This design comes from an exercise in tuning for small area, a short achievable clock period and few clock cycles per item on the open sky130 flow, not from production work.
The RTL was checked by simulation tests, not by an equivalence proof against the original design.
No activity file was given, so power comes from the tool's default toggle rates.

## flow/design.v (module list and top-level ports; edited modules follow where they fit)
// module pm32: 1236 lines
// module ENG: 8 lines
// module EONE: 7 lines
// module ETWO: 8 lines
// module XN: 7 lines
// module SEL: 9 lines
// module FA: 10 lines
// module XR: 7 lines
// module FSA: 10 lines
// module FSAN: 10 lines
// module XRN: 7 lines
// module G0: 7 lines
// module G1: 7 lines
// module G2: 7 lines
// module G3: 7 lines
// module H0: 7 lines
// module H1: 7 lines
// module H2: 8 lines
// module H3: 7 lines
// module H4: 8 lines
// module H5: 8 lines
// module H6: 8 lines
// module H7: 6 lines
// module H8: 7 lines
module pm32 (
    input  logic          clk,
    input  logic          rst,
    input  logic          start,
    input  logic [31:0]   mc,
    input  logic [31:0]   mp,
    output logic [63:0]   p,
    output logic          done,
    input  logic          op  
);
  // ...
==> flow/flow/run.sh <==
#!/bin/bash
# The standard layout, with the port buffers made of buf_4 cells instead of the
# cell buffer_ports picks by itself (a slow delay buffer on sky130hd).
set -euo pipefail
export BUFFER_PORTS_ARGS="-buffer_cell sky130_fd_sc_hd__buf_4"
bash standard.sh > standard.log 2>&1
==> flow/standard.sh <==
#!/bin/bash
# synth_recipe.tcl (not shown) runs the flow's synth.tcl, then flattens the netlist and writes it again
# the make line also repeats each setting of config.mk as NAME=value (left out here)
make -C /OpenROAD-flow-scripts/flow DESIGN_CONFIG=/design/flow/config.mk WORK_HOME=/design/flow/orfs CLKGATE_MAP_FILE= SYNTH_SCRIPT=/design/flow/synth_recipe.tcl "${@:-finish}"
==> flow/config.mk <==
export PLATFORM = sky130hd
export DESIGN_NAME = pm32
export DESIGN_NICKNAME = pm32
export VERILOG_FILES = /design/flow/design.v
export SDC_FILE = /design/flow/constraint.sdc
export NUM_CORES = 4
export LEC_CHECK = 0
export CAP_MARGIN = 20
export CORE_MARGIN = 2
export CORE_UTILIZATION = 40
export SLEW_MARGIN = 20
export SYNTH_HIERARCHICAL = 1
==> flow/constraint.sdc <==
create_clock -name core_clock -period 5.0 [get_ports {clk}]
set_input_delay 1.0000 -clock core_clock [delete_from_list [all_inputs] [get_ports {clk}]]
set_output_delay 1.0000 -clock core_clock [all_outputs]
set_load 0.01 [all_outputs]
==> impl_metrics.csv, run 1 <==
group,metric,value,unit
status,status,"complete, no violations",
cells_and_area,nNonClkBuffers,487,
power_and_ir_drop,p_switching,12.8,mW
synth,synth_edf_count,114,
cells_and_area,top_register,"rs",
worst_setup_path,worst_r2r_endpoint,"done",
cells_and_area,final_cell_mix,"637 x xnor2_1, 513 x o22ai_1, 457 x buf_4, 410 x fa_1, 137 x nand2_1",
drt,drt_pass1_iterations,6,
sta,slew_headroom,0.503,
cells_and_area,clkbuf_count,18,
power_and_ir_drop,pg_seq,3.04,mW
worst_setup_path,worstPathArrival,5090,ps
sta,fmax,0.204,GHz
cells_and_area,nFlopsAndLatches,115,
synth,yosys.cell_count.top_type,"xnor2_1",
clocking,cts_buffers,17,
power_and_ir_drop,p_clk,1.22,mW
sta,tns,0,ps
clocking,path_clk_slew,50,ps
cells_and_area,dominant_cells,"multi-input gates",
worst_setup_path,regToRegStartpoint,"done",
grt,grt_use_met3,0.0681,
grt,use_met2,0.438,
synth,syn_area,25000,µm²
grt,track_usage,0.285,
placement,dp.cells,3728,
power_and_ir_drop,p_comb_frac,0.833,
synth,synth_cell_type_count,20,
sta,maxSlewViolCount,0,
Testbench counts, summed over its fixed seeds: cycles 1,600, items 1,600.
==> run 2, diff against run 1 <==
--- a/flow/design.v
+++ b/flow/design.v
@@ -688,17 +688,17 @@
     assign t989 = ~t980;
     FA ut990 (.a(t989), .b(t987), .ci(t983), .s(t990), .c(t991));
     G0 ut992 (.a(pp14[31]), .b(pp15[29]), .y(t992));
     G3 ut993 (.a(pp14[31]), .b(pp15[29]), .y(t993));
     G0 ut994 (.a(t992), .b(t988), .y(t994));
     G2 ut995 (.a(t992), .b(t988), .y(t995));
     assign t996 = ~pp15[30];
     FA ut997 (.a(pp14[32]), .b(t996), .ci(t993), .s(t997), .c(t998));
-    logic a1, a2, a3, a4, a5, a6, a7, a8, a9, a10, a11, a12, a13, a14, a15, a16, a17, a18, a19, a20, a21, a22, a23, a24, a25, a26, a27, a28, a29, a30, a31, a32, a33, a34, a35, a36, a37, a38, a39, a40, a41, a42, a43, a44, a45, a46, a47, a48, a49, a50, a51, a52, a53, a54, a55, a56, a57, a58, a59, a60, a61, a62, a63, a64, a65, a66, a67, a68, a69, a70, a71, a72, a73, a74, a75, a76, a77, a78, a79, a80, a81, a82, a83, a84, a85, a86, a87, a88, a89, a90, a91, a92, a93, a94, a95, a96, a97, a98, a99, a100, a101, a102, a103, a104, a105, a106, a107, a108, a109, a110, a111, a112, a113, a114, a115, a116, a117, a118, a119, a120, a121, a122, a123, a124, a125, a126, a127, a128, a129, a130, a131, a132, a133, a134, a135, a136, a137, a138, a139, a140, a141, a142, a143, a144, a145, a146, a147, a148, a149, a150, a151, a152, a153, a154, a155, a156, a157, a158, a159, a160, a161, a162, a163, a164, a165, a166, a167, a168, a169, a170, a171, a172, a173, a174, a175, a176, a177, a178, a179, a180, a181, a182, a183, a184, a185, a186, a187, a188, a189, a190, a191, a192, a193, a194, a195, a196, a197, a198, a199, a200, a201, a202, a203, a204, a205, a206, a207, a208, a209, a210, a211, a212, a213, a214, a215, a216, a217, a218, a219, a220, a221, a222, a223, a224, a225, a226, a227, a228, a229, a230, a231, a232, a233, a234, a235, a236, a237, a238, a239, a240, a241, a242, a243, a244, a245, a246, a247, a248, a249, a250, a251, a252, a253, a254, a255, a256, a257, a258, a259, a260, a261, a262, a263, a264, a265, a266, a267, a268, a269, a270, a271, a272, a273, a274, a275, a276, a277, a278, a279, a280, a281, a282, a283, a284, a285, a286, a287, a288, a289, a290, a291, a292, a293, a294, a295, a296, a297, a298, a299, a300, a301, a302, a303, a304, a305, a306, a307, a308, a309, a310, a311, a312, a313, a314, a315, a316, a317, a318, a319, a320, a321, a322, a323, a324, a325, a326, a327, a328, a329, a330, a331, a332, a333, a334, a335, a336, a337, a338, a339, a340, a341, a342, a343, a344, a345, a346, a347, a348, a349, a350, a351, a352, a353, a354, a355, a356, a357, a358, a359, a360, a361, a362, a363, a364, a365, a366, a367, a368, a369, a370, a371, a372, a373, a374, a375, a376, a377, a378, a379, a380, a381, a382, a383, a384, a385, a386, a387, a388, a389, a390, a391, a392, a393, a394, a395, a396, a397, a398, a399, a400, a401, a402, a403, a404, a405, a406, a407, a408, a409, a410, a411, a412, a413, a414, a415, a416, a417, a418, a419, a420, a421, a422, a423, a424, a425, a426, a427, a428, a429, a430, a431, a432, a433, a434, a435, a436, a437, a438, a439, a440, a441, a442, a443, a444, a445, a446, a447, a448, a449, a450, a451, a452, a453, a454, a455, a456, a457, a458, a459, a460, a461, a462, a463, a464, a465, a466, a467, a468, a469, a470, a471, a472, a473, a474, a475, a476, a477, a478, a479, a480, a481, a482, a483, a484, a485, a486, a487, a488, a489, a490, a491, a492, a493, a494, a495, a496, a497, a498, a499, a500, a501, a502, a503, a504, a505, a506, a507, a508, a509, a510, a511, a512, a513, a514, a515, a516, a517, a518, a519, a520, a521, a522, a523, a524;
+    logic a1, a2, a3, a4, a5, a6, a7, a8, a9, a10, a11, a12, a13, a14, a15, a16, a17, a18, a19, a20, a21, a22, a23, a24, a25, a26, a27, a28, a29, a30, a31, a32, a33, a34, a35, a36, a37, a38, a39, a40, a41, a42, a43, a44, a45, a46, a47, a48, a49, a50, a51, a52, a53, a54, a55, a56, a57, a58, a59, a60, a61, a62, a63, a64, a65, a66, a67, a68, a69, a70, a71, a72, a73, a74, a75, a76, a77, a78, a79, a80, a81, a82, a83, a84, a85, a86, a87, a88, a89, a90, a91, a92, a93, a94, a95, a96, a97, a98, a99, a100, a101, a102, a103, a104, a105, a106, a107, a108, a109, a110, a111, a112, a113, a114, a115, a116, a117, a118, a119, a120, a121, a122, a123, a124, a125, a126, a127, a128, a129, a130, a131, a132, a133, a134, a135, a136, a137, a138, a139, a140, a141, a142, a143, a144, a145, a146, a147, a148, a149, a150, a151, a152, a153, a154, a155, a156, a157, a158, a159, a160, a161, a162, a163, a164, a165, a166, a167, a168, a169, a170, a171, a172, a173, a174, a175, a176, a177, a178, a179, a180, a181, a182, a183, a184, a185, a186, a187, a188, a189, a190, a191, a192, a193, a194, a195, a196, a197, a198, a199, a200, a201, a202, a203, a204, a205, a206, a207, a208, a209, a210, a211, a212, a213, a214, a215, a216, a217, a218, a219, a220, a221, a222, a223, a224, a225, a226, a227, a228, a229, a230, a231, a232, a233, a234, a235, a236, a237, a238, a239, a240, a241, a242, a243, a244, a245, a246, a247, a248, a249, a250, a251, a252, a253, a254, a255, a256, a257, a258, a259, a260, a261, a262, a263, a264, a265, a266, a267, a268, a269, a270, a271, a272, a273, a274, a275, a276, a277, a278, a279, a280, a281, a282, a283, a284, a285, a286, a287, a288, a289, a290, a291, a292, a293, a294, a295, a296, a297, a298, a299, a300, a301, a302, a303, a304, a305, a306, a307, a308, a309, a310, a311, a312, a313, a314, a315, a316, a317, a318, a319, a320, a321, a322, a323, a324, a325, a326, a327, a328, a329, a330, a331, a332, a333, a334, a335, a336, a337, a338, a339, a340, a341, a342, a343, a344, a345, a346, a347, a348, a349, a350, a351, a352, a353, a354, a355, a356, a357, a358, a359, a360, a361, a362, a363, a364, a365, a366, a367, a368, a369, a370, a371, a372, a373, a374, a375, a376, a377, a378, a379, a380, a381, a382, a383, a384, a385, a386, a387, a388, a389, a390, a391, a392, a393, a394, a395, a396, a397, a398, a399, a400, a401, a402, a403, a404, a405, a406, a407, a408, a409, a410, a411, a412, a413, a414;
     assign a1 = ~t2;
     assign a2 = ~t7;
     assign a3 = ~t17;
     assign a4 = ~t23;
     assign a5 = ~t39;
     assign a6 = ~t49;
     assign a7 = ~t11;
     assign a8 = ~t31;
@@ -964,282 +964,172 @@
     H3 ua268 (.a(a164), .b(a163), .y(a268));
     H2 ua269 (.a(a218), .b(a166), .c(a217), .y(a269));
     H3 ua270 (.a(a166), .b(a165), .y(a270));
     H2 ua271 (.a(a220), .b(a168), .c(a219), .y(a271));
     H3 ua272 (.a(a168), .b(a167), .y(a272));
     H2 ua273 (.a(a222), .b(a170), .c(a221), .y(a273));
     H3 ua274 (.a(a170), .b(a169), .y(a274));
     H4 ua275 (.a(a225), .b(a226), .c(a224), .y(a275));
-    H4 ua276 (.a(a227), .b(a228), .c(a225), .y(a276));
-    H1 ua277 (.a(a228), .b(a226), .y(a277));
-    H4 ua278 (.a(a229), .b(a230), .c(a227), .y(a278));
-    H1 ua279 (.a(a230), .b(a228), .y(a279));
-    H4 ua280 (.a(a231), .b(a232), .c(a229), .y(a280));
-    H1 ua281 (.a(a232), .b(a230), .y(a281));
-    H4 ua282 (.a(a233), .b(a234), .c(a231), .y(a282));
-    H1 ua283 (.a(a234), .b(a232), .y(a283));
-    H4 ua284 (.a(a235), .b(a236), .c(a233), .y(a284));
-    H1 ua285 (.a(a236), .b(a234), .y(a285));
-    H4 ua286 (.a(a237), .b(a238), .c(a235), .y(a286));
-    H1 ua287 (.a(a238), .b(a236), .y(a287));
-    H4 ua288 (.a(a239), .b(a240), .c(a237), .y(a288));
-    H1 ua289 (.a(a240), .b(a238), .y(a289));
-    H4 ua290 (.a(a241), .b(a242), .c(a239), .y(a290));
-    H1 ua291 (.a(a242), .b(a240), .y(a291));
-    H4 ua292 (.a(a243), .b(a244), .c(a241), .y(a292));
-    H1 ua293 (.a(a244), .b(a242), .y(a293));
-    H4 ua294 (.a(a245), .b(a246), .c(a243), .y(a294));
-    H1 ua295 (.a(a246), .b(a244), .y(a295));
-    H4 ua296 (.a(a247), .b(a248), .c(a245), .y(a296));
-    H1 ua297 (.a(a248), .b(a246), .y(a297));
-    H4 ua298 (.a(a249), .b(a250), .c(a247), .y(a298));
-    H1 ua299 (.a(a250), .b(a248), .y(a299));
-    H4 ua300 (.a(a251), .b(a252), .c(a249), .y(a300));
-    H1 ua301 (.a(a252), .b(a250), .y(a301));
-    H4 ua302 (.a(a253), .b(a254), .c(a251), .y(a302));
-    H1 ua303 (.a(a254), .b(a252), .y(a303));
-    H4 ua304 (.a(a255), .b(a256), .c(a253), .y(a304));
-    H1 ua305 (.a(a256), .b(a254), .y(a305));
-    H4 ua306 (.a(a257), .b(a258), .c(a255), .y(a306));
-    H1 ua307 (.a(a258), .b(a256), .y(a307));
-    H4 ua308 (.a(a259), .b(a260), .c(a257), .y(a308));
-    H1 ua309 (.a(a260), .b(a258), .y(a309));
-    H4 ua310 (.a(a261), .b(a262), .c(a259), .y(a310));
-    H1 ua311 (.a(a262), .b(a260), .y(a311));
-    H4 ua312 (.a(a263), .b(a264), .c(a261), .y(a312));
-    H1 ua313 (.a(a264), .b(a262), .y(a313));
-    H4 ua314 (.a(a265), .b(a266), .c(a263), .y(a314));
-    H1 ua315 (.a(a266), .b(a264), .y(a315));
-    H4 ua316 (.a(a267), .b(a268), .c(a265), .y(a316));
-    H1 ua317 (.a(a268), .b(a266), .y(a317));
-    H4 ua318 (.a(a269), .b(a270), .c(a267), .y(a318));
-    H1 ua319 (.a(a270), .b(a268), .y(a319));
-    H4 ua320 (.a(a271), .b(a272), .c(a269), .y(a320));
-    H1 ua321 (.a(a272), .b(a270), .y(a321));
-    H4 ua322 (.a(a273), .b(a274), .c(a271), .y(a322));
-    H1 ua323 (.a(a274), .b(a272), .y(a323));
-    H5 ua324 (.a(a276), .b(a277), .c(a224), .y(a324));
-    H2 ua325 (.a(a278), .b(a279), .c(a275), .y(a325));
-    H2 ua326 (.a(a280), .b(a281), .c(a276), .y(a326));
-    H3 ua327 (.a(a281), .b(a277), .y(a327));
-    H2 ua328 (.a(a282), .b(a283), .c(a278), .y(a328));
-    H3 ua329 (.a(a283), .b(a279), .y(a329));
-    H2 ua330 (.a(a284), .b(a285), .c(a280), .y(a330));
-    H3 ua331 (.a(a285), .b(a281), .y(a331));
-    H2 ua332 (.a(a286), .b(a287), .c(a282), .y(a332));
-    H3 ua333 (.a(a287), .b(a283), .y(a333));
-    H2 ua334 (.a(a288), .b(a289), .c(a284), .y(a334));
-    H3 ua335 (.a(a289), .b(a285), .y(a335));
-    H2 ua336 (.a(a290), .b(a291), .c(a286), .y(a336));
-    H3 ua337 (.a(a291), .b(a287), .y(a337));
-    H2 ua338 (.a(a292), .b(a293), .c(a288), .y(a338));
-    H3 ua339 (.a(a293), .b(a289), .y(a339));
-    H2 ua340 (.a(a294), .b(a295), .c(a290), .y(a340));
-    H3 ua341 (.a(a295), .b(a291), .y(a341));
-    H2 ua342 (.a(a296), .b(a297), .c(a292), .y(a342));
-    H3 ua343 (.a(a297), .b(a293), .y(a343));
-    H2 ua344 (.a(a298), .b(a299), .c(a294), .y(a344));
-    H3 ua345 (.a(a299), .b(a295), .y(a345));
-    H2 ua346 (.a(a300), .b(a301), .c(a296), .y(a346));
-    H3 ua347 (.a(a301), .b(a297), .y(a347));
-    H2 ua348 (.a(a302), .b(a303), .c(a298), .y(a348));
-    H3 ua349 (.a(a303), .b(a299), .y(a349));
-    H2 ua350 (.a(a304), .b(a305), .c(a300), .y(a350));
-    H3 ua351 (.a(a305), .b(a301), .y(a351));
-    H2 ua352 (.a(a306), .b(a307), .c(a302), .y(a352));
-    H3 ua353 (.a(a307), .b(a303), .y(a353));
-    H2 ua354 (.a(a308), .b(a309), .c(a304), .y(a354));
-    H3 ua355 (.a(a309), .b(a305), .y(a355));
-    H2 ua356 (.a(a310), .b(a311), .c(a306), .y(a356));
-    H3 ua357 (.a(a311), .b(a307), .y(a357));
-    H2 ua358 (.a(a312), .b(a313), .c(a308), .y(a358));
-    H3 ua359 (.a(a313), .b(a309), .y(a359));
-    H2 ua360 (.a(a314), .b(a315), .c(a310), .y(a360));
-    H3 ua361 (.a(a315), .b(a311), .y(a361));
-    H2 ua362 (.a(a316), .b(a317), .c(a312), .y(a362));
-    H3 ua363 (.a(a317), .b(a313), .y(a363));
-    H2 ua364 (.a(a318), .b(a319), .c(a314), .y(a364));
-    H3 ua365 (.a(a319), .b(a315), .y(a365));
-    H2 ua366 (.a(a320), .b(a321), .c(a316), .y(a366));
-    H3 ua367 (.a(a321), .b(a317), .y(a367));
-    H2 ua368 (.a(a322), .b(a323), .c(a318), .y(a368));
-    H3 ua369 (.a(a323), .b(a319), .y(a369));
-    H4 ua370 (.a(a326), .b(a327), .c(a224), .y(a370));
-    H6 ua371 (.a(a328), .b(a329), .c(a275), .y(a371));
-    H4 ua372 (.a(a330), .b(a331), .c(a324), .y(a372));
-    H4 ua373 (.a(a332), .b(a333), .c(a325), .y(a373));
-    H4 ua374 (.a(a334), .b(a335), .c(a326), .y(a374));
-    H1 ua375 (.a(a335), .b(a327), .y(a375));
-    H4 ua376 (.a(a336), .b(a337), .c(a328), .y(a376));
-    H1 ua377 (.a(a337), .b(a329), .y(a377));
-    H4 ua378 (.a(a338), .b(a339), .c(a330), .y(a378));
-    H1 ua379 (.a(a339), .b(a331), .y(a379));
-    H4 ua380 (.a(a340), .b(a341), .c(a332), .y(a380));
-    H1 ua381 (.a(a341), .b(a333), .y(a381));
-    H4 ua382 (.a(a342), .b(a343), .c(a334), .y(a382));
-    H1 ua383 (.a(a343), .b(a335), .y(a383));
-    H4 ua384 (.a(a344), .b(a345), .c(a336), .y(a384));
-    H1 ua385 (.a(a345), .b(a337), .y(a385));
-    H4 ua386 (.a(a346), .b(a347), .c(a338), .y(a386));
-    H1 ua387 (.a(a347), .b(a339), .y(a387));
-    H4 ua388 (.a(a348), .b(a349), .c(a340), .y(a388));
-    H1 ua389 (.a(a349), .b(a341), .y(a389));
-    H4 ua390 (.a(a350), .b(a351), .c(a342), .y(a390));
-    H1 ua391 (.a(a351), .b(a343), .y(a391));
-    H4 ua392 (.a(a352), .b(a353), .c(a344), .y(a392));
-    H1 ua393 (.a(a353), .b(a345), .y(a393));
-    H4 ua394 (.a(a354), .b(a355), .c(a346), .y(a394));
-    H1 ua395 (.a(a355), .b(a347), .y(a395));
-    H4 ua396 (.a(a356), .b(a357), .c(a348), .y(a396));
-    H1 ua397 (.a(a357), .b(a349), .y(a397));
-    H4 ua398 (.a(a358), .b(a359), .c(a350), .y(a398));
-    H1 ua399 (.a(a359), .b(a351), .y(a399));
-    H4 ua400 (.a(a360), .b(a361), .c(a352), .y(a400));
-    H1 ua401 (.a(a361), .b(a353), .y(a401));
-    H4 ua402 (.a(a362), .b(a363), .c(a354), .y(a402));
-    H1 ua403 (.a(a363), .b(a355), .y(a403));
-    H4 ua404 (.a(a364), .b(a365), .c(a356), .y(a404));
-    H1 ua405 (.a(a365), .b(a357), .y(a405));
-    H4 ua406 (.a(a366), .b(a367), .c(a358), .y(a406));
-    H1 ua407 (.a(a367), .b(a359), .y(a407));
-    H4 ua408 (.a(a368), .b(a369), .c(a360), .y(a408));
-    H1 ua409 (.a(a369), .b(a361), .y(a409));
-    H5 ua410 (.a(a374), .b(a375), .c(a224), .y(a410));
-    H2 ua411 (.a(a376), .b(a377), .c(a275), .y(a411));
-    H5 ua412 (.a(a378), .b(a379), .c(a324), .y(a412));
-    H5 ua413 (.a(a380), .b(a381), .c(a325), .y(a413));
-    H2 ua414 (.a(a382), .b(a383), .c(a370), .y(a414));
-    H2 ua415 (.a(a384), .b(a385), .c(a371), .y(a415));
-    H2 ua416 (.a(a386), .b(a387), .c(a372), .y(a416));
-    H2 ua417 (.a(a388), .b(a389), .c(a373), .y(a417));
-    H2 ua418 (.a(a390), .b(a391), .c(a374), .y(a418));
-    H3 ua419 (.a(a391), .b(a375), .y(a419));
-    H2 ua420 (.a(a392), .b(a393), .c(a376), .y(a420));
-    H3 ua421 (.a(a393), .b(a377), .y(a421));
-    H2 ua422 (.a(a394), .b(a395), .c(a378), .y(a422));
-    H3 ua423 (.a(a395), .b(a379), .y(a423));
-    H2 ua424 (.a(a396), .b(a397), .c(a380), .y(a424));
-    H3 ua425 (.a(a397), .b(a381), .y(a425));
-    H2 ua426 (.a(a398), .b(a399), .c(a382), .y(a426));
-    H3 ua427 (.a(a399), .b(a383), .y(a427));
-    H2 ua428 (.a(a400), .b(a401), .c(a384), .y(a428));
-    H3 ua429 (.a(a401), .b(a385), .y(a429));
-    H2 ua430 (.a(a402), .b(a403), .c(a386), .y(a430));
-    H3 ua431 (.a(a403), .b(a387), .y(a431));
-    H2 ua432 (.a(a404), .b(a405), .c(a388), .y(a432));
-    H3 ua433 (.a(a405), .b(a389), .y(a433));
-    H2 ua434 (.a(a406), .b(a407), .c(a390), .y(a434));
-    H3 ua435 (.a(a407), .b(a391), .y(a435));
-    H2 ua436 (.a(a408), .b(a409), .c(a392), .y(a436));
-    H3 ua437 (.a(a409), .b(a393), .y(a437));
-    H4 ua438 (.a(a418), .b(a419), .c(a224), .y(a438));
-    H6 ua439 (.a(a420), .b(a421), .c(a275), .y(a439));
-    H4 ua440 (.a(a422), .b(a423), .c(a324), .y(a440));
-    H4 ua441 (.a(a424), .b(a425), .c(a325), .y(a441));
-    H6 ua442 (.a(a426), .b(a427), .c(a370), .y(a442));
-    H6 ua443 (.a(a428), .b(a429), .c(a371), .y(a443));
-    H6 ua444 (.a(a430), .b(a431), .c(a372), .y(a444));
-    H6 ua445 (.a(a432), .b(a433), .c(a373), .y(a445));
-    H4 ua446 (.a(a434), .b(a435), .c(a410), .y(a446));
-    H4 ua447 (.a(a436), .b(a437), .c(a411), .y(a447));
-    H5 ua448 (.a(a173), .b(a121), .c(a224), .y(a448));
-    H2 ua449 (.a(a175), .b(a123), .c(a275), .y(a449));
-    H5 ua450 (.a(a177), .b(a125), .c(a324), .y(a450));
-    H5 ua451 (.a(a179), .b(a127), .c(a325), .y(a451));
-    H2 ua452 (.a(a181), .b(a129), .c(a370), .y(a452));
-    H2 ua453 (.a(a183), .b(a131), .c(a371), .y(a453));
-    H2 ua454 (.a(a185), .b(a133), .c(a372), .y(a454));
-    H2 ua455 (.a(a187), .b(a135), .c(a373), .y(a455));
-    H5 ua456 (.a(a189), .b(a137), .c(a410), .y(a456));
-    H5 ua457 (.a(a191), .b(a139), .c(a411), .y(a457));
-    H5 ua458 (.a(a193), .b(a141), .c(a412), .y(a458));
-    H5 ua459 (.a(a195), .b(a143), .c(a413), .y(a459));
-    H5 ua460 (.a(a197), .b(a145), .c(a414), .y(a460));
-    H5 ua461 (.a(a199), .b(a147), .c(a415), .y(a461));
-    H5 ua462 (.a(a201), .b(a149), .c(a416), .y(a462));
-    H5 ua463 (.a(a203), .b(a151), .c(a417), .y(a463));
-    H2 ua464 (.a(a205), .b(a153), .c(a438), .y(a464));
-    H2 ua465 (.a(a207), .b(a155), .c(a439), .y(a465));
-    H2 ua466 (.a(a209), .b(a157), .c(a440), .y(a466));
-    H2 ua467 (.a(a211), .b(a159), .c(a441), .y(a467));
-    H2 ua468 (.a(a213), .b(a161), .c(a442), .y(a468));
-    H2 ua469 (.a(a215), .b(a163), .c(a443), .y(a469));
-    H2 ua470 (.a(a217), .b(a165), .c(a444), .y(a470));
-    H2 ua471 (.a(a219), .b(a167), .c(a445), .y(a471));
-    H2 ua472 (.a(a221), .b(a169), .c(a446), .y(a472));
-    H0 ua473 (.a(a120), .b(rcl), .y(a473));
-    H0 ua474 (.a(a121), .b(a224), .y(a474));
-    H0 ua475 (.a(a122), .b(a448), .y(a475));
-    H8 ua476 (.a(a123), .b(a275), .y(a476));
-    H0 ua477 (.a(a124), .b(a449), .y(a477));
-    H0 ua478 (.a(a125), .b(a324), .y(a478));
-    H0 ua479 (.a(a126), .b(a450), .y(a479));
-    H0 ua480 (.a(a127), .b(a325), .y(a480));
-    H0 ua481 (.a(a128), .b(a451), .y(a481));
-    H8 ua482 (.a(a129), .b(a370), .y(a482));
-    H0 ua483 (.a(a130), .b(a452), .y(a483));
-    H8 ua484 (.a(a131), .b(a371), .y(a484));
-    H0 ua485 (.a(a132), .b(a453), .y(a485));
-    H8 ua486 (.a(a133), .b(a372), .y(a486));
-    H0 ua487 (.a(a134), .b(a454), .y(a487));
-    H8 ua488 (.a(a135), .b(a373), .y(a488));
-    H0 ua489 (.a(a136), .b(a455), .y(a489));
-    H0 ua490 (.a(a137), .b(a410), .y(a490));
-    H0 ua491 (.a(a138), .b(a456), .y(a491));
-    H0 ua492 (.a(a139), .b(a411), .y(a492));
-    H0 ua493 (.a(a140), .b(a457), .y(a493));
-    H0 ua494 (.a(a141), .b(a412), .y(a494));
-    H0 ua495 (.a(a142), .b(a458), .y(a495));
-    H0 ua496 (.a(a143), .b(a413), .y(a496));
-    H0 ua497 (.a(a144), .b(a459), .y(a497));
-    H0 ua498 (.a(a145), .b(a414), .y(a498));
-    H0 ua499 (.a(a146), .b(a460), .y(a499));
-    H0 ua500 (.a(a147), .b(a415), .y(a500));
-    H0 ua501 (.a(a148), .b(a461), .y(a501));
-    H0 ua502 (.a(a149), .b(a416), .y(a502));
-    H0 ua503 (.a(a150), .b(a462), .y(a503));
-    H0 ua504 (.a(a151), .b(a417), .y(a504));
-    H0 ua505 (.a(a152), .b(a463), .y(a505));
-    H8 ua506 (.a(a153), .b(a438), .y(a506));
-    H0 ua507 (.a(a154), .b(a464), .y(a507));
-    H8 ua508 (.a(a155), .b(a439), .y(a508));
-    H0 ua509 (.a(a156), .b(a465), .y(a509));
-    H8 ua510 (.a(a157), .b(a440), .y(a510));
-    H0 ua511 (.a(a158), .b(a466), .y(a511));
-    H8 ua512 (.a(a159), .b(a441), .y(a512));
-    H0 ua513 (.a(a160), .b(a467), .y(a513));
-    H8 ua514 (.a(a161), .b(a442), .y(a514));
-    H0 ua515 (.a(a162), .b(a468), .y(a515));
-    H8 ua516 (.a(a163), .b(a443), .y(a516));
-    H0 ua517 (.a(a164), .b(a469), .y(a517));
-    H8 ua518 (.a(a165), .b(a444), .y(a518));
-    H0 ua519 (.a(a166), .b(a470), .y(a519));
-    H8 ua520 (.a(a167), .b(a445), .y(a520));
-    H0 ua521 (.a(a168), .b(a471), .y(a521));
-    H8 ua522 (.a(a169), .b(a446), .y(a522));
-    H0 ua523 (.a(a170), .b(a472), .y(a523));
-    H8 ua524 (.a(a171), .b(a447), .y(a524));
+    H4 ua276 (.a(a229), .b(a230), .c(a227), .y(a276));
+    H1 ua277 (.a(a230), .b(a228), .y(a277));
+    H4 ua278 (.a(a233), .b(a234), .c(a231), .y(a278));
+    H1 ua279 (.a(a234), .b(a232), .y(a279));
+    H4 ua280 (.a(a237), .b(a238), .c(a235), .y(a280));
+    H1 ua281 (.a(a238), .b(a236), .y(a281));
+    H4 ua282 (.a(a241), .b(a242), .c(a239), .y(a282));
+    H1 ua283 (.a(a242), .b(a240), .y(a283));
+    H4 ua284 (.a(a245), .b(a246), .c(a243), .y(a284));
+    H1 ua285 (.a(a246), .b(a244), .y(a285));
+    H4 ua286 (.a(a249), .b(a250), .c(a247), .y(a286));
+    H1 ua287 (.a(a250), .b(a248), .y(a287));
+    H4 ua288 (.a(a253), .b(a254), .c(a251), .y(a288));
+    H1 ua289 (.a(a254), .b(a252), .y(a289));
+    H4 ua290 (.a(a257), .b(a258), .c(a255), .y(a290));
+    H1 ua291 (.a(a258), .b(a256), .y(a291));
+    H4 ua292 (.a(a261), .b(a262), .c(a259), .y(a292));
+    H1 ua293 (.a(a262), .b(a260), .y(a293));
+    H4 ua294 (.a(a265), .b(a266), .c(a263), .y(a294));
+    H1 ua295 (.a(a266), .b(a264), .y(a295));
+    H4 ua296 (.a(a269), .b(a270), .c(a267), .y(a296));
+    H1 ua297 (.a(a270), .b(a268), .y(a297));
+    H4 ua298 (.a(a273), .b(a274), .c(a271), .y(a298));
+    H1 ua299 (.a(a274), .b(a272), .y(a299));
+    H2 ua300 (.a(a276), .b(a277), .c(a275), .y(a300));
+    H2 ua301 (.a(a280), .b(a281), .c(a278), .y(a301));
+    H3 ua302 (.a(a281), .b(a279), .y(a302));
+    H2 ua303 (.a(a284), .b(a285), .c(a282), .y(a303));
+    H3 ua304 (.a(a285), .b(a283), .y(a304));
+    H2 ua305 (.a(a288), .b(a289), .c(a286), .y(a305));
+    H3 ua306 (.a(a289), .b(a287), .y(a306));
+    H2 ua307 (.a(a292), .b(a293), .c(a290), .y(a307));
+    H3 ua308 (.a(a293), .b(a291), .y(a308));
+    H2 ua309 (.a(a296), .b(a297), .c(a294), .y(a309));
+    H3 ua310 (.a(a297), .b(a295), .y(a310));
+    H4 ua311 (.a(a301), .b(a302), .c(a300), .y(a311));
+    H4 ua312 (.a(a305), .b(a306), .c(a303), .y(a312));
+    H1 ua313 (.a(a306), .b(a304), .y(a313));
+    H4 ua314 (.a(a309), .b(a310), .c(a307), .y(a314));
+    H1 ua315 (.a(a310), .b(a308), .y(a315));
+    H2 ua316 (.a(a312), .b(a313), .c(a311), .y(a316));
+    H5 ua317 (.a(a314), .b(a315), .c(a316), .y(a317));
+    H6 ua318 (.a(a303), .b(a304), .c(a311), .y(a318));
+    H4 ua319 (.a(a307), .b(a308), .c(a316), .y(a319));
+    H5 ua320 (.a(a278), .b(a279), .c(a300), .y(a320));
+    H2 ua321 (.a(a282), .b(a283), .c(a311), .y(a321));
+    H2 ua322 (.a(a286), .b(a287), .c(a318), .y(a322));
+    H5 ua323 (.a(a290), .b(a291), .c(a316), .y(a323));
+    H2 ua324 (.a(a294), .b(a295), .c(a319), .y(a324));
+    H5 ua325 (.a(a298), .b(a299), .c(a317), .y(a325));
+    H6 ua326 (.a(a227), .b(a228), .c(a275), .y(a326));
+    H4 ua327 (.a(a231), .b(a232), .c(a300), .y(a327));
+    H4 ua328 (.a(a235), .b(a236), .c(a320), .y(a328));
+    H6 ua329 (.a(a239), .b(a240), .c(a311), .y(a329));
+    H4 ua330 (.a(a243), .b(a244), .c(a321), .y(a330));
+    H6 ua331 (.a(a247), .b(a248), .c(a318), .y(a331));
+    H4 ua332 (.a(a251), .b(a252), .c(a322), .y(a332));
+    H4 ua333 (.a(a255), .b(a256), .c(a316), .y(a333));
+    H4 ua334 (.a(a259), .b(a260), .c(a323), .y(a334));
+    H6 ua335 (.a(a263), .b(a264), .c(a319), .y(a335));
+    H4 ua336 (.a(a267), .b(a268), .c(a324), .y(a336));
+    H4 ua337 (.a(a271), .b(a272), .c(a317), .y(a337));
+    H5 ua338 (.a(a173), .b(a121), .c(a224), .y(a338));
+    H2 ua339 (.a(a175), .b(a123), .c(a275), .y(a339));
+    H2 ua340 (.a(a177), .b(a125), .c(a326), .y(a340));
+    H5 ua341 (.a(a179), .b(a127), .c(a300), .y(a341));
+    H2 ua342 (.a(a181), .b(a129), .c(a327), .y(a342));
+    H5 ua343 (.a(a183), .b(a131), .c(a320), .y(a343));
+    H2 ua344 (.a(a185), .b(a133), .c(a328), .y(a344));
+    H2 ua345 (.a(a187), .b(a135), .c(a311), .y(a345));
+    H2 ua346 (.a(a189), .b(a137), .c(a329), .y(a346));
+    H5 ua347 (.a(a191), .b(a139), .c(a321), .y(a347));
+    H2 ua348 (.a(a193), .b(a141), .c(a330), .y(a348));
+    H2 ua349 (.a(a195), .b(a143), .c(a318), .y(a349));
+    H2 ua350 (.a(a197), .b(a145), .c(a331), .y(a350));
+    H5 ua351 (.a(a199), .b(a147), .c(a322), .y(a351));
+    H2 ua352 (.a(a201), .b(a149), .c(a332), .y(a352));
+    H5 ua353 (.a(a203), .b(a151), .c(a316), .y(a353));
+    H2 ua354 (.a(a205), .b(a153), .c(a333), .y(a354));
+    H5 ua355 (.a(a207), .b(a155), .c(a323), .y(a355));
+    H2 ua356 (.a(a209), .b(a157), .c(a334), .y(a356));
+    H2 ua357 (.a(a211), .b(a159), .c(a319), .y(a357));
+    H2 ua358 (.a(a213), .b(a161), .c(a335), .y(a358));
+    H5 ua359 (.a(a215), .b(a163), .c(a324), .y(a359));
+    H2 ua360 (.a(a217), .b(a165), .c(a336), .y(a360));
+    H5 ua361 (.a(a219), .b(a167), .c(a317), .y(a361));
+    H2 ua362 (.a(a221), .b(a169), .c(a337), .y(a362));
+    H0 ua363 (.a(a120), .b(rcl), .y(a363));
+    H0 ua364 (.a(a121), .b(a224), .y(a364));
+    H0 ua365 (.a(a122), .b(a338), .y(a365));
+    H8 ua366 (.a(a123), .b(a275), .y(a366));
+    H0 ua367 (.a(a124), .b(a339), .y(a367));
+    H8 ua368 (.a(a125), .b(a326), .y(a368));
+    H0 ua369 (.a(a126), .b(a340), .y(a369));
+    H0 ua370 (.a(a127), .b(a300), .y(a370));
+    H0 ua371 (.a(a128), .b(a341), .y(a371));
+    H8 ua372 (.a(a129), .b(a327), .y(a372));
+    H0 ua373 (.a(a130), .b(a342), .y(a373));
+    H0 ua374 (.a(a131), .b(a320), .y(a374));
+    H0 ua375 (.a(a132), .b(a343), .y(a375));
+    H8 ua376 (.a(a133), .b(a328), .y(a376));
+    H0 ua377 (.a(a134), .b(a344), .y(a377));
+    H8 ua378 (.a(a135), .b(a311), .y(a378));
+    H0 ua379 (.a(a136), .b(a345), .y(a379));
+    H8 ua380 (.a(a137), .b(a329), .y(a380));
+    H0 ua381 (.a(a138), .b(a346), .y(a381));
+    H0 ua382 (.a(a139), .b(a321), .y(a382));
+    H0 ua383 (.a(a140), .b(a347), .y(a383));
+    H8 ua384 (.a(a141), .b(a330), .y(a384));
+    H0 ua385 (.a(a142), .b(a348), .y(a385));
+    H8 ua386 (.a(a143), .b(a318), .y(a386));
+    H0 ua387 (.a(a144), .b(a349), .y(a387));
+    H8 ua388 (.a(a145), .b(a331), .y(a388));
+    H0 ua389 (.a(a146), .b(a350), .y(a389));
+    H0 ua390 (.a(a147), .b(a322), .y(a390));
+    H0 ua391 (.a(a148), .b(a351), .y(a391));
+    H8 ua392 (.a(a149), .b(a332), .y(a392));
+    H0 ua393 (.a(a150), .b(a352), .y(a393));
+    H0 ua394 (.a(a151), .b(a316), .y(a394));
+    H0 ua395 (.a(a152), .b(a353), .y(a395));
+    H8 ua396 (.a(a153), .b(a333), .y(a396));
+    H0 ua397 (.a(a154), .b(a354), .y(a397));
+    H0 ua398 (.a(a155), .b(a323), .y(a398));
+    H0 ua399 (.a(a156), .b(a355), .y(a399));
+    H8 ua400 (.a(a157), .b(a334), .y(a400));
+    H0 ua401 (.a(a158), .b(a356), .y(a401));
+    H8 ua402 (.a(a159), .b(a319), .y(a402));
+    H0 ua403 (.a(a160), .b(a357), .y(a403));
+    H8 ua404 (.a(a161), .b(a335), .y(a404));
+    H0 ua405 (.a(a162), .b(a358), .y(a405));
+    H0 ua406 (.a(a163), .b(a324), .y(a406));
+    H0 ua407 (.a(a164), .b(a359), .y(a407));
+    H8 ua408 (.a(a165), .b(a336), .y(a408));
+    H0 ua409 (.a(a166), .b(a360), .y(a409));
+    H0 ua410 (.a(a167), .b(a317), .y(a410));
+    H0 ua411 (.a(a168), .b(a361), .y(a411));
+    H8 ua412 (.a(a169), .b(a337), .y(a412));
+    H0 ua413 (.a(a170), .b(a362), .y(a413));
+    H0 ua414 (.a(a171), .b(a325), .y(a414));
     logic [11:0] sl, rl;
     logic        cl, rcl;
     assign sl = {a78, a77, a76, a75, a74, a73, a72, a71, a70, a69, a68, a67};
     assign cl = a79;
     logic [63:12] s0, s1;
     assign s0 = {1'b1, pp15[32], pp15[31], t995, t994, t985, t984, t970, t969, t951, t950, t928, t927, t901, t900, t870, t869, t835, t834, t796, t795, t753, t752, t706, t705, t655, t654, t600, t599, t541, t540, t480, t450, t420, t392, t389, t338, t312, t288, t264, t242, t220, t200, t197, t177, t144, t128, t112, t109, t95, t81, t69};
     assign s1 = {1'b0, pp15[31], t998, t997, t991, t990, t978, t977, t961, t960, t940, t939, t915, t914, t886, t885, t853, t852, t816, t815, t775, t774, t730, t729, t681, t680, t628, t627, t571, t570, t510, t509, t479, t449, t419, t391, t363, t337, t311, t287, t263, t241, t219, t199, t179, t161, t143, t127, t111, t97, t83, t71};
     logic [63:12] rs, rc;
     always_ff @(posedge clk) begin
         if (start) begin
             rl  <= sl;
             rcl <= cl;
             rs  <= s0;
             rc  <= s1;
         end
     end
-    assign p = {a524, a523, a522, a521, a520, a519, a518, a517, a516, a515, a514, a513, a512, a511, a510, a509, a508, a507, a506, a505, a504, a503, a502, a501, a500, a499, a498, a497, a496, a495, a494, a493, a492, a491, a490, a489, a488, a487, a486, a485, a484, a483, a482, a481, a480, a479, a478, a477, a476, a475, a474, a473, rl};
+    assign p = {a414, a413, a412, a411, a410, a409, a408, a407, a406, a405, a404, a403, a402, a401, a400, a399, a398, a397, a396, a395, a394, a393, a392, a391, a390, a389, a388, a387, a386, a385, a384, a383, a382, a381, a380, a379, a378, a377, a376, a375, a374, a373, a372, a371, a370, a369, a368, a367, a366, a365, a364, a363, rl};
 endmodule
 module ENG (
     input  logic c,
     input  logic a,
     input  logic b,
     output logic y
 );
     assign y = c & ~(a & b);
==> flow/flow/run.sh (replaced) <==
#!/bin/bash
# The standard layout, with the port buffers chosen here instead of by
# buffer_ports itself (it picks a slow delay buffer on sky130hd): buf_4 on the
# inputs, which feed the multiplier's wide fanout, and buf_1 on the outputs.
set -euo pipefail
export DONT_BUFFER_PORTS=1
export PRE_GLOBAL_PLACE_TCL="$PWD/flow/ports.tcl"
export POST_GLOBAL_PLACE_TCL="$PWD/flow/ports_post.tcl"
bash standard.sh > standard.log 2>&1
==> flow/flow/ports.tcl (new file) <==
# Sourced by ORFS's global_place.tcl before placement (DONT_BUFFER_PORTS=1
# skips its own buffer_ports call): every input and output port gets a buffer.
# They are kept from remove_buffers, which runs next, by dont_touch until
# placement is done (ports_post.tcl).
buffer_ports -inputs -buffer_cell sky130_fd_sc_hd__buf_4
buffer_ports -outputs -buffer_cell sky130_fd_sc_hd__buf_1
set port_bufs [concat [get_cells input*] [get_cells output*]]
puts "port buffers: [llength $port_bufs]"
set_dont_touch $port_bufs
==> flow/flow/ports_post.tcl (new file) <==
# Sourced by ORFS's global_place.tcl after placement: the port buffers may be
# resized again from here on.
set port_bufs [concat [get_cells input*] [get_cells output*]]
puts "port buffers after placement: [llength $port_bufs]"
unset_dont_touch $port_bufs
==> flow/config.mk (replaced) <==
export PLATFORM = sky130hd
export DESIGN_NAME = pm32
export DESIGN_NICKNAME = pm32
export VERILOG_FILES = /design/flow/design.v
export SDC_FILE = /design/flow/constraint.sdc
export NUM_CORES = 4
export LEC_CHECK = 0
export CAP_MARGIN = 20
export CORE_MARGIN = 2
export CORE_UTILIZATION = 40
export PLACE_DENSITY = 0.8
export SLEW_MARGIN = 20
export SYNTH_HIERARCHICAL = 1
==> impl_metrics.csv, run 2 <==
group,metric,value,unit
status,status,"complete, no violations",
clocking,cts.sinks,115,
cells_and_area,top_regs,"rs: 51 flops, rc: 50 flops, rl: 12 flops",
worst_setup_path,cp-endpoint,"rc[22]",
floorplanning,initial_core_util,0.405,
synth,yosys_warnings,7,
synth,synth_xor_area_frac,0.262,
floorplanning,core-area,60400,µm²
sta,fmax,0.206,GHz
worst_setup_path,critPathLaunch,"mp[11]",
synth,synthTopCellsByArea,"fa_1 34%, xnor2_1 23%, edfxtp_1 14%",
synth,synth.avg_cell_area,10.5,µm²
cells_and_area,layout-drive-gt1-share,0.206,
power_and_ir_drop,p_total,23.3,mW
run,drv_cap,0,
drt,drc_errors,0,
synth,synthAdderAreaFrac,0.344,
cells_and_area,top_register,"rs",
drt,ant_nets,0,
floorplanning,rows,90,
clocking,path_clk_slew,50,ps
synth,synth_common_cells,"652 x xnor2_1, 528 x o22ai_1, 420 x fa_1, 132 x inv_1, 114 x edfxtp_1",
sta,maxSlewViolCount,0,
drt,vias,21000,
synth,yosys.cell_count.top_type,"xnor2_1",
grt,grt_max_degree,63,
floorplanning,ios,133,
placement,hpwl,64600,µm
grt,antenna_found_initial,3,
synth,synth_compound_area_frac,0.178,
sta,worstMarginPinSlew,819,ps
cells_and_area,nets,3282,
synth,yosys.area_share.simple,0.0382,
worst_setup_path,critPathKind,"in -> reg",
worst_setup_path,path_max_fanout,13,
worst_setup_path,worstPathArrival,5070,ps
drt,drt_pass1_iterations,6,
cells_and_area,areaGrowthSynthToFinish,22.8,%
worst_setup_path,cp-end-kind,"register",
floorplanning,fp.dieH,251,µm
synth,synthArstFlopShare,0.00870,
clocking,post-cts-setup-buffers,0,
drt,avgViaCountPerCell,5.84,
synth,synth_flop_cell,"edfxtp_1",
grt,grt_pass1_wl,121000,µm
sta,rsz0062_at_grt,"no",
synth,syn_area,24400,µm²
cells_and_area,layout_commonest_cell,"xnor2_1",
sta,finalCriticalPeriod,4860,ps
synth,synth_top_family_by_area,"adder cells",
worst_setup_path,regToRegStartpoint,"done",
synth,synth_top_area_frac,0.344,
synth,ys_ff_latch,115,
cells_and_area,largest_register_ffs,51,
floorplanning,die_width,251,µm
placement,portBuffers,131,
sta,period_share,0.971,
grt,grt_overflow_total,0,
sta,skew,0,ps
worst_setup_path,required,5210,ps
drt,drt-initial-drc-count,1910,
power_and_ir_drop,leakage,10.9,nW
grt,grt_pass1_vias,21300,
clocking,cts_buffers,17,
synth,synth_edf_count,114,
worst_setup_path,worst_r2r_endpoint,"done",
clocking,cts_tree,"done",
sta,hold_viol,0,
clocking,cts_root_buffer,"clkbuf_16",
power_and_ir_drop,power_density,776,nW/µm²
worst_setup_path,r2r_slack,4280,ps
sta,finalSetupViolations,0,
sta,slew_headroom,0.454,
synth,synth.area.mux_share,0,
synth,yosysSeqAreaShare,0.141,
clocking,htreeDepth,4,
floorplanning,die_area,63100,µm²
clocking,cts.path.max_buffers,2,
drt,routed_wl,77500,µm
synth,synth_cell_type_count,20,
worst_setup_path,r2r_cells,1,
clocking,clk_latency,470,ps
cells_and_area,final_cell_mix,"634 x xnor2_1, 513 x o22ai_1, 410 x fa_1, 390 x buf_4, 132 x inv_1",
synth,synth_top_area_cell,"fa_1",
sta,tns,0,ps
power_and_ir_drop,ir_drop,0.539,mV
synth,netlist_instances,2338,
drt,routedWlPerCell,21.6,µm
worst_setup_path,cp-start-kind,"primary input",
min_path,min_path_type,"in -> async",
grt,track_usage,0.250,
-- run 2: what timing repair did --
action | in CTS | in global routing
hold buffers | 0 | 0
endpoints found under the setup margin | 11 | 8
gates resized for setup | 2 | 5
pin swaps | 0 | 1
-- run 2: per-module statistics from Yosys (local to each module, per instance), a selection --
module,area [µm²],flops+latches,times used
G1,3.75,0,28
H4,8.76,0,31
FA,20.0,0,420
G0,8.76,0,59
H0,8.76,0,108
ENG,11.3,0,16
-- run 2: worst min-delay path by stage --
stage                     endpoint  slack (ps)  cells past startpoint
after floorplan               done         500                      1
after global placement        done         490                      1
after detailed placement      done         480                      1
after CTS                     done         340                      2
after global routing          done         360                      2
final                         done         360                      2
-- run 2: where the power goes --
group	internal, mW	switching [mW]
Clock	0.819	0.481
Combinational	8.78	10.2
Sequential	2.82	0.236
-- run 2: worst max-delay path: stages --
cell and delay [ps]:
buf_4 170, nor3b_1 350, a21oi_4 60, buf_12 160, buf_12 140, o22ai_1 220
fa_1 500, fa_1 530, fa_1 480, fa_1 530, fa_1 440, fa_1 470
-- run 2: final cells by class --
| type | count | area (µm²) |
|---|---|---|
| diodes | 1 | 2.50 |
| fillers | 5292 | 30400 |
| repair buffers | 431 | 3340 |
| plain buffers | 52 | 390 |
| inverters | 132 | 495 |
| flip-flops and latches | 115 | 3450 |
| multi-input cells | 2045 | 20700 |
| well taps | 782 | 978 |
| clock inverters | 13 | 165 |
| clock buffers | 19 | 433 |
-- run 2: stage by stage --
| step | setup WS [ps] | area (µm²) | std cells | utilization | hold WS, ps |
|---|---|---|---|---|---|
| after global placement | -201 | 29400 | 3557 | 0.486 | 494 |
| after floorplan | -3.00 | 25000 | 2344 | - | 504 |
| after detailed placement | -319 | 29400 | 3557 | 0.486 | 485 |
| final | 144 | 30000 | 3590 | 0.497 | 361 |
| after CTS | 103 | 30000 | 3589 | 0.496 | 337 |
| after global routing | 25.6 | 30000 | 3590 | 0.497 | 359 |
-- run 2: kinds of logic after synthesis --
logic type / after synthesis
AO/OA/AOI/OAI: 677
XOR/XNOR: 730
adder cells (fa/ha/maj): 420
buffers and inverters: 184
flip-flops: 115
other: 2
AND/OR/NAND/NOR: 210
-- run 2: metal layers --
| layer | GRT usage | vias to the layer above | routed length (µm) | part of all wire |
|---|---|---|---|---|
| met1 | 0.317 | 10300 | 29900 | 0.39 |
| met2 | 0.392 | 1227 | 35100 | 0.45 |
| met5 | 0.00695 | - | 77 | 0.00099 |
| met4 | 0.112 | 6 | 3390 | 0.044 |
| met3 | 0.0797 | 217 | 9120 | 0.12 |
| li1 | - | 9198 | - | - |
Testbench counts of run 2, summed over its fixed seeds: cycles 1,600, items 1,600.
==> run 3, diff against run 2 <==
--- a/flow/config.mk
+++ b/flow/config.mk
@@ -8,6 +8,6 @@
 export CAP_MARGIN = 20
 export CORE_MARGIN = 2
 export CORE_UTILIZATION = 40
-export PLACE_DENSITY = 0.8
+export SETUP_SLACK_MARGIN = 0.3
 export SLEW_MARGIN = 20
 export SYNTH_HIERARCHICAL = 1
==> impl_metrics.csv, run 3 <==
group,metric,value,unit
placement,portBuffers,131,
synth,ys_ff_latch,115,
grt,grt_pass1_wl,132000,µm
synth,syn_area,24400,µm²
run,drv_cap,0,
worst_setup_path,cp-endpoint,"rc[20]",
worst_setup_path,cp-end-kind,"register",
cells_and_area,largest_register_ffs,51,
worst_setup_path,critPathKind,"in -> reg",
synth,synth_top_area_frac,0.344,
cells_and_area,top_register,"rs",
worst_setup_path,cp-start-kind,"primary input",
cells_and_area,layout_commonest_cell,"xnor2_1",
cells_and_area,utilization,0.511,
clocking,cts_root_buffer,"clkbuf_16",
floorplanning,core-area,60400,µm²
status,status,"complete, no violations",
floorplanning,rows,90,
drt,avgViaCountPerCell,5.83,
power_and_ir_drop,ir_drop,0.739,mV
min_path,min_path_type,"in -> async",
cells_and_area,layout-drive-gt1-share,0.235,
drt,routedWlPerCell,24.1,µm
clocking,path_clk_slew,60,ps
sta,maxSlewViolCount,0,
worst_setup_path,regToRegStartpoint,"done",
drt,drc_errors,0,
sta,rsz0062_at_grt,"yes",
placement,hpwl,71100,µm
sta,finalSetupViolations,0,
worst_setup_path,path_max_fanout,15,
clocking,hold_buffers,0,
cells_and_area,n_antenna_cell,0,
cells_and_area,areaGrowthSynthToFinish,26.2,%
cells_and_area,final_cell_mix,"626 x xnor2_1, 489 x o22ai_1, 381 x fa_1, 359 x buf_4, 132 x inv_1",
drt,routed_wl,86700,µm
drt,ant_nets,0,
grt,grt_overflow_total,0,
grt,antenna_found_initial,3,
placement,dpl-instance-area,29800,µm²
synth,yosys.cell_count.top_type,"xnor2_1",
synth,synthTopCellsByArea,"fa_1 34%, xnor2_1 23%, edfxtp_1 14%",
cells_and_area,final_area,30800,µm²
synth,synth_flop_cell,"edfxtp_1",
clocking,cts_tree,"done",
synth,yosys_warnings,7,
power_and_ir_drop,leakage,11.2,nW
clocking,cts.path.max_buffers,2,
synth,netlist_instances,2338,
sta,hold_viol,0,
sta,fmax,0.214,GHz
grt,grt_max_degree,49,
synth,synthArstFlopShare,0.00870,
synth,yosysSeqAreaShare,0.141,
cells_and_area,nets,3289,
floorplanning,fp.dieH,251,µm
clocking,htreeDepth,4,
drt,vias,21000,
grt,grt_pass1_vias,21600,
worst_setup_path,worstPathArrival,4900,ps
worst_setup_path,r2r_cells,1,
grt,track_usage,0.279,
floorplanning,die_area,63100,µm²
floorplanning,initial_core_util,0.405,
synth,synth_common_cells,"652 x xnor2_1, 528 x o22ai_1, 420 x fa_1, 132 x inv_1, 114 x edfxtp_1",
worst_setup_path,critPathLaunch,"mp[21]",
worst_setup_path,required,5240,ps
synth,synth_cell_type_count,20,
power_and_ir_drop,power_density,795,nW/µm²
drt,drt-initial-drc-count,2010,
cells_and_area,nFillCells,5399,
worst_setup_path,r2r_slack,4300,ps
sta,finalCriticalPeriod,4660,ps
synth,synth_top_area_cell,"fa_1",
sta,slew_headroom,0.586,
floorplanning,ios,133,
sta,worstMarginPinSlew,621,ps
synth,synth_edf_count,114,
clocking,clk_latency,500,ps
worst_setup_path,worst_r2r_endpoint,"done",
sta,skew,0,ps
cells_and_area,top_regs,"rs: 51 flops, rc: 50 flops, rl: 12 flops",
floorplanning,die_width,251,µm
sta,period_share,0.933,
clocking,cts.sinks,115,
drt,drt_pass1_iterations,6,
synth,synth.avg_cell_area,10.5,µm²
clocking,cts_buffers,17,
==> run 3: power by group <==
group	switching [mW]	total, mW	internal (mW)
Combinational	10.7	20.1	9.42
Sequential	0.238	3.06	2.82
Clock	0.501	1.32	0.821
Total	11.4	24.5	13.1
==> run 3: worst min-delay path by stage <==
stage	from	end	slack, ps	depth (start not counted)
after floorplan	done	done	500	1
after global placement	done	done	450	1
after detailed placement	done	done	450	1
after CTS	rst	done	300	2
after global routing	rst	done	320	2
final	rst	done	330	2
==> run 3: layout make-up <==
class,instances,area [µm²],area share
Inverter,132,495,0.0161
Buffer,52,390,0.0127
Tap cell,782,978,0.0317
Clock inverter,12,163,0.00528
Multi-Input combinational cell,2046,21200,0.687
Clock buffer,20,437,0.0142
Timing Repair Buffer,437,3750,0.122
Sequential cell,115,3450,0.112
==> run 3: stage by stage <==
| stage | std cells | total power [mW] | worst slack (ps) | hold slack [ps] | TNS, ps |
|---|---|---|---|---|---|
| after floorplan | 2344 | 16.5 | 36.5 | 504 | 0 |
| after global routing | 3596 | 26.8 | 253 | 316 | 0 |
| after CTS | 3590 | 24.4 | 291 | 303 | 0 |
| after detailed placement | 3554 | 22.8 | -286 | 454 | -6220 |
| after global placement | 3554 | 22.4 | -235 | 446 | -5490 |
| final | 3596 | 24.5 | 337 | 332 | 0 |
==> run 3: cells by family (layout without fill, tap and decap cells) <==
| logic type | after synthesis | in the layout | synth area share |
|---|---|---|---|
| xor gates and xnor gates | 730 | 730 | 0.262 |
| other | 2 | 8 | 0.000307 |
| DFF | 115 | 115 | 0.141 |
| adders and majority gates | 420 | 420 | 0.344 |
| AOI/OAI and AO/OA | 677 | 678 | 0.178 |
| buffers and inverters | 184 | 653 | 0.0363 |
| and+or+nand+nor | 210 | 210 | 0.0382 |
==> run 3: metal layers <==
layer	global-route usage	share of wire	vias up
met5	0	0.00035	-
met4	0.0942	0.031	4
met3	0.0721	0.094	155
met2	0.424	0.45	1011
met1	0.389	0.43	10600
li1	-	-	9223
==> run 3: worst max-delay path: stages <==
cell	delay, ps
buf_4	140
buf_4	160
nor2b_1	150
a21oi_4	190
buf_12	160
o22ai_1	130
fa_1	520
fa_1	500
fa_2	360
fa_2	350
fa_1	460
fa_2	360
fa_2	400
==> run 3: timing repair <==
action	in CTS	in global routing
gates cloned	1	1
endpoints found under the hold margin	0	0
resized for setup	11	52
setup buffers	3	5
endpoints found under the setup margin	17	44
pin swaps	3	9
==> run 3: per-module statistics from Yosys (local to each module, per instance), a selection <==
module | flip-flops and latches | copies in the design | area (µm²)
G3 | 0 | 14 | 3.75
EONE | 0 | 16 | 8.76
G2 | 0 | 17 | 6.26
H2 | 0 | 62 | 5.00
H4 | 0 | 31 | 8.76
H6 | 0 | 6 | 12.5
H5 | 0 | 18 | 12.5
SEL | 0 | 528 | 6.26
ENG | 0 | 16 | 11.3
H0 | 0 | 108 | 8.76
H8 | 0 | 19 | 8.76
==> run 4, diff against run 3 <==
--- a/flow/config.mk
+++ b/flow/config.mk
@@ -8,6 +8,5 @@
 export CAP_MARGIN = 20
 export CORE_MARGIN = 2
 export CORE_UTILIZATION = 40
-export SETUP_SLACK_MARGIN = 0.3
 export SLEW_MARGIN = 20
 export SYNTH_HIERARCHICAL = 1
==> impl_metrics.csv, run 4 <==
group,metric,value,unit
status,status,"complete, no violations",
grt,antenna_found_initial,3,
cells_and_area,final_cell_mix,"636 x xnor2_1, 512 x o22ai_1, 434 x buf_4, 410 x fa_1, 132 x inv_1",
clocking,htreeDepth,4,
worst_setup_path,worst_r2r_endpoint,"done",
clocking,cts_tree,"done",
cells_and_area,top_regs,"rs: 51 flops, rc: 50 flops, rl: 12 flops",
synth,synth.area.mux_share,0,
grt,grt_pass1_wl,128000,µm
worst_setup_path,critPathKind,"in -> reg",
synth,syn_area,24400,µm²
synth,synthArstFlopShare,0.00870,
worst_setup_path,cp-end-kind,"register",
sta,fmax,0.206,GHz
floorplanning,die_width,251,µm
floorplanning,core-area,60400,µm²
sta,worstMarginPinSlew,898,ps
synth,synth_top_area_cell,"fa_1",
run,drv_cap,0,
power_and_ir_drop,leakage,11.1,nW
power_and_ir_drop,p_sw_frac,0.472,
sta,slew_headroom,0.402,
cells_and_area,areaGrowthSynthToFinish,24.2,%
drt,routed_wl,82400,µm
synth,synth_top_area_frac,0.344,
clocking,post-cts-setup-buffers,0,
worst_setup_path,path_max_fanout,8,
clocking,cts_buffers,17,
power_and_ir_drop,p_comb_frac,0.817,
synth,yosys.cell_count.top_type,"xnor2_1",
cells_and_area,largest_register_ffs,51,
worst_setup_path,worstPathArrival,5070,ps
cells_and_area,utilization,0.503,
clocking,path_clk_slew,60,ps
sta,hold_viol,0,
drt,drt_pass1_iterations,5,
drt,vias,20700,
placement,hpwl,69600,µm
power_and_ir_drop,pwr-share-seq,0.131,
cells_and_area,nets,3329,
cells_and_area,layout_commonest_cell,"xnor2_1",
drt,drc_errors,0,
cells_and_area,top_register,"rs",
synth,synth.avg_cell_area,10.5,µm²
min_path,min_path_type,"in -> async",
grt,grt_overflow_total,0,
synth,synthAdderAreaFrac,0.344,
grt,grt_max_degree,66,
drt,ant_nets,0,
power_and_ir_drop,p_int,12.3,mW
sta,finalSetupViolations,0,
grt,grt_pass1_vias,21500,
clocking,cts.path.max_buffers,2,
synth,synth_compound_area_frac,0.178,
synth,synth_cell_type_count,20,
floorplanning,rows,90,
floorplanning,die_area,63100,µm²
synth,synthTopCellsByArea,"fa_1 34%, xnor2_1 23%, edfxtp_1 14%",
power_and_ir_drop,power.share.clock,0.053,
synth,synth_common_cells,"652 x xnor2_1, 528 x o22ai_1, 420 x fa_1, 132 x inv_1, 114 x edfxtp_1",
power_and_ir_drop,power_density,767,nW/µm²
worst_setup_path,r2r_cells,1,
clocking,clk_latency,480,ps
clocking,cts_root_buffer,"clkbuf_16",
worst_setup_path,regToRegStartpoint,"done",
worst_setup_path,r2r_slack,4300,ps
synth,synth_xor_area_frac,0.262,
clocking,cts.sinks,115,
cells_and_area,layout-drive-gt1-share,0.220,
sta,rsz0062_at_grt,"no",
synth,synth_edf_count,114,
sta,tns,0,ps
drt,drt-initial-drc-count,1681,
synth,synth_top_family_by_area,"adder cells",
placement,portBuffers,131,
cells_and_area,nFillCells,5501,
floorplanning,initial_core_util,0.405,
sta,maxSlewViolCount,0,
worst_setup_path,required,5220,ps
floorplanning,fp.dieH,251,µm
synth,yosys.area_share.simple,0.0382,
synth,ys_ff_latch,115,
worst_setup_path,cp-start-kind,"primary input",
synth,yosysSeqAreaShare,0.141,
drt,avgViaCountPerCell,5.70,
sta,finalCriticalPeriod,4840,ps
sta,skew,0,ps
power_and_ir_drop,ir_drop,0.728,mV
synth,netlist_instances,2338,
floorplanning,ios,133,
synth,synth_flop_cell,"edfxtp_1",
sta,period_share,0.969,
power_and_ir_drop,p_switching,11.0,mW
clocking,hold_buffers,0,
drt,routedWlPerCell,22.6,µm
grt,track_usage,0.269,
synth,yosys_warnings,7,
-- run 4: cell counts after synthesis --
No cell type changed its count.
-- run 4: worst max-delay path by stage --
stage,start,end,slack [ps],cells past startpoint
after floorplan,mp[1],rc[20],-3,10
after global placement,mp[1],rc[17],-350,12
after detailed placement,mp[1],rc[17],-380,12
after CTS,rs[1],p[42],10,13
after global routing,mp[15],rc[24],30,13
final,mp[15],rc[24],160,13
-- run 4: power by group through the flow --
stage                     logic, mW  registers, mW  clock network (mW)
after floorplan                13.3           3.04                   0
after global placement         18.6           3.05                   0
after detailed placement       18.9           3.06                   0
after CTS                      19.1           3.05                1.27
after global routing           21.3           3.10                1.29
final                          19.0           3.05                1.22
-- run 4: per-module statistics from Yosys, one instance, submodules excluded, excerpt --
| module | copies in the design | cells inside | cell area [µm²] | flops+latches |
|---|---|---|---|---|
| pm32 | 1 | 276 | 4250 | 115 |
| ETWO | 16 | 3 | 18.8 | 0 |
| H0 | 108 | 1 | 8.76 | 0 |
| G2 | 17 | 1 | 6.26 | 0 |
| H2 | 62 | 1 | 5.00 | 0 |
| H7 | 2 | 1 | 3.75 | 0 |
| H3 | 37 | 1 | 3.75 | 0 |
-- run 4: metrics by stage --
stage          hold slack (ps)  worst slack, ps  cell area [µm²]  instances  total power, mW
2_1_floorplan              504            -3.00            25000       2344             16.4
3_3_place_gp               444             -353            29700       3604             21.6
3_5_place_dp               450             -380            29700       3604             21.9
4_1_cts                    307             15.0            30300       3636             23.4
5_1_grt                    320             29.0            30300       3639             25.7
6_report                   349              157            30300       3639             23.3
-- run 4: logic make-up (layout without fill, tap and decap cells) --
group	count (synthesis)	count (layout)
flops	115	115
compound gates	677	677
fa+ha+maj	420	420
other cells	2	11
buf+inv	184	694
xor+xnor	730	730
simple gates	210	210
-- run 4: worst max-delay path: stages --
cell     delay (ps)
buf_4           180
nor3b_1         210
buf_4           150
a21oi_4          30
buf_12          150
buf_4           160
o22ai_1         200
fa_1            470
fa_1            510
fa_1            460
fa_1            610
fa_1            460
fa_1            460
-- run 4: area by class of cell --
class	count	area [µm²]	share of cell area
plain buffers	52	390	0.0129
repair buffers	478	3730	0.123
clock inverters	15	135	0.00445
clock buffers	17	425	0.0140
well taps	782	978	0.0323
flip-flops and latches	115	3450	0.114
inverters	132	495	0.0163
diodes	3	7.51	0.000247
multi-input cells	2045	20700	0.683
-- run 4: metal layers --
layer / track usage / wire length (µm) / vias up
met5: 0 / 0 / -
met3: 0.0514 / 6380 / 116
met2: 0.422 / 37900 / 820
li1: - / - / 9275
met4: 0.0869 / 2360 / 0
met1: 0.376 / 35700 / 10500
-- run 4: timing repair --
action,CTS,global route
gates resized for setup,0,4
endpoints found under the setup margin,0,7
endpoints found under the hold margin,0,0

## afterwards: timing with drivers on the ports
How much do the figures lean on ideal ports? The routed layouts below were timed once more, with nothing changed but the port constraints. Step 1 sets driving cells, clkbuf_16 on the clock port and buf_2 on the other inputs (assumed; they add their load-dependent delay and slew). Step 2 moves the port delays by t, midway between the first and last clock arrival at a register: inputs arrive t later, outputs are due t later. That takes back most of the time a late clock gives input paths. Slacks: ideal / step 1 / step 2; pairs: ideal / step 1.
run	t (ns)	setup WS [ns]	worst setup path at the end
run 1	0.503	0.089 / 0.108 / -0.395	input to register
run 2	0.529	0.144 / 0.161 / -0.368	input to register
run 3	0.563	0.337 / 0.295 / -0.268	input to register
run 4	0.548	0.157 / 0.060 / -0.488	input to register
With both steps, setup timing fails in every run listed, where it was met with ideal ports. The setup slack of run 4, which loses most, moves by -0.097 ns with the drivers and by -0.645 ns with both steps.
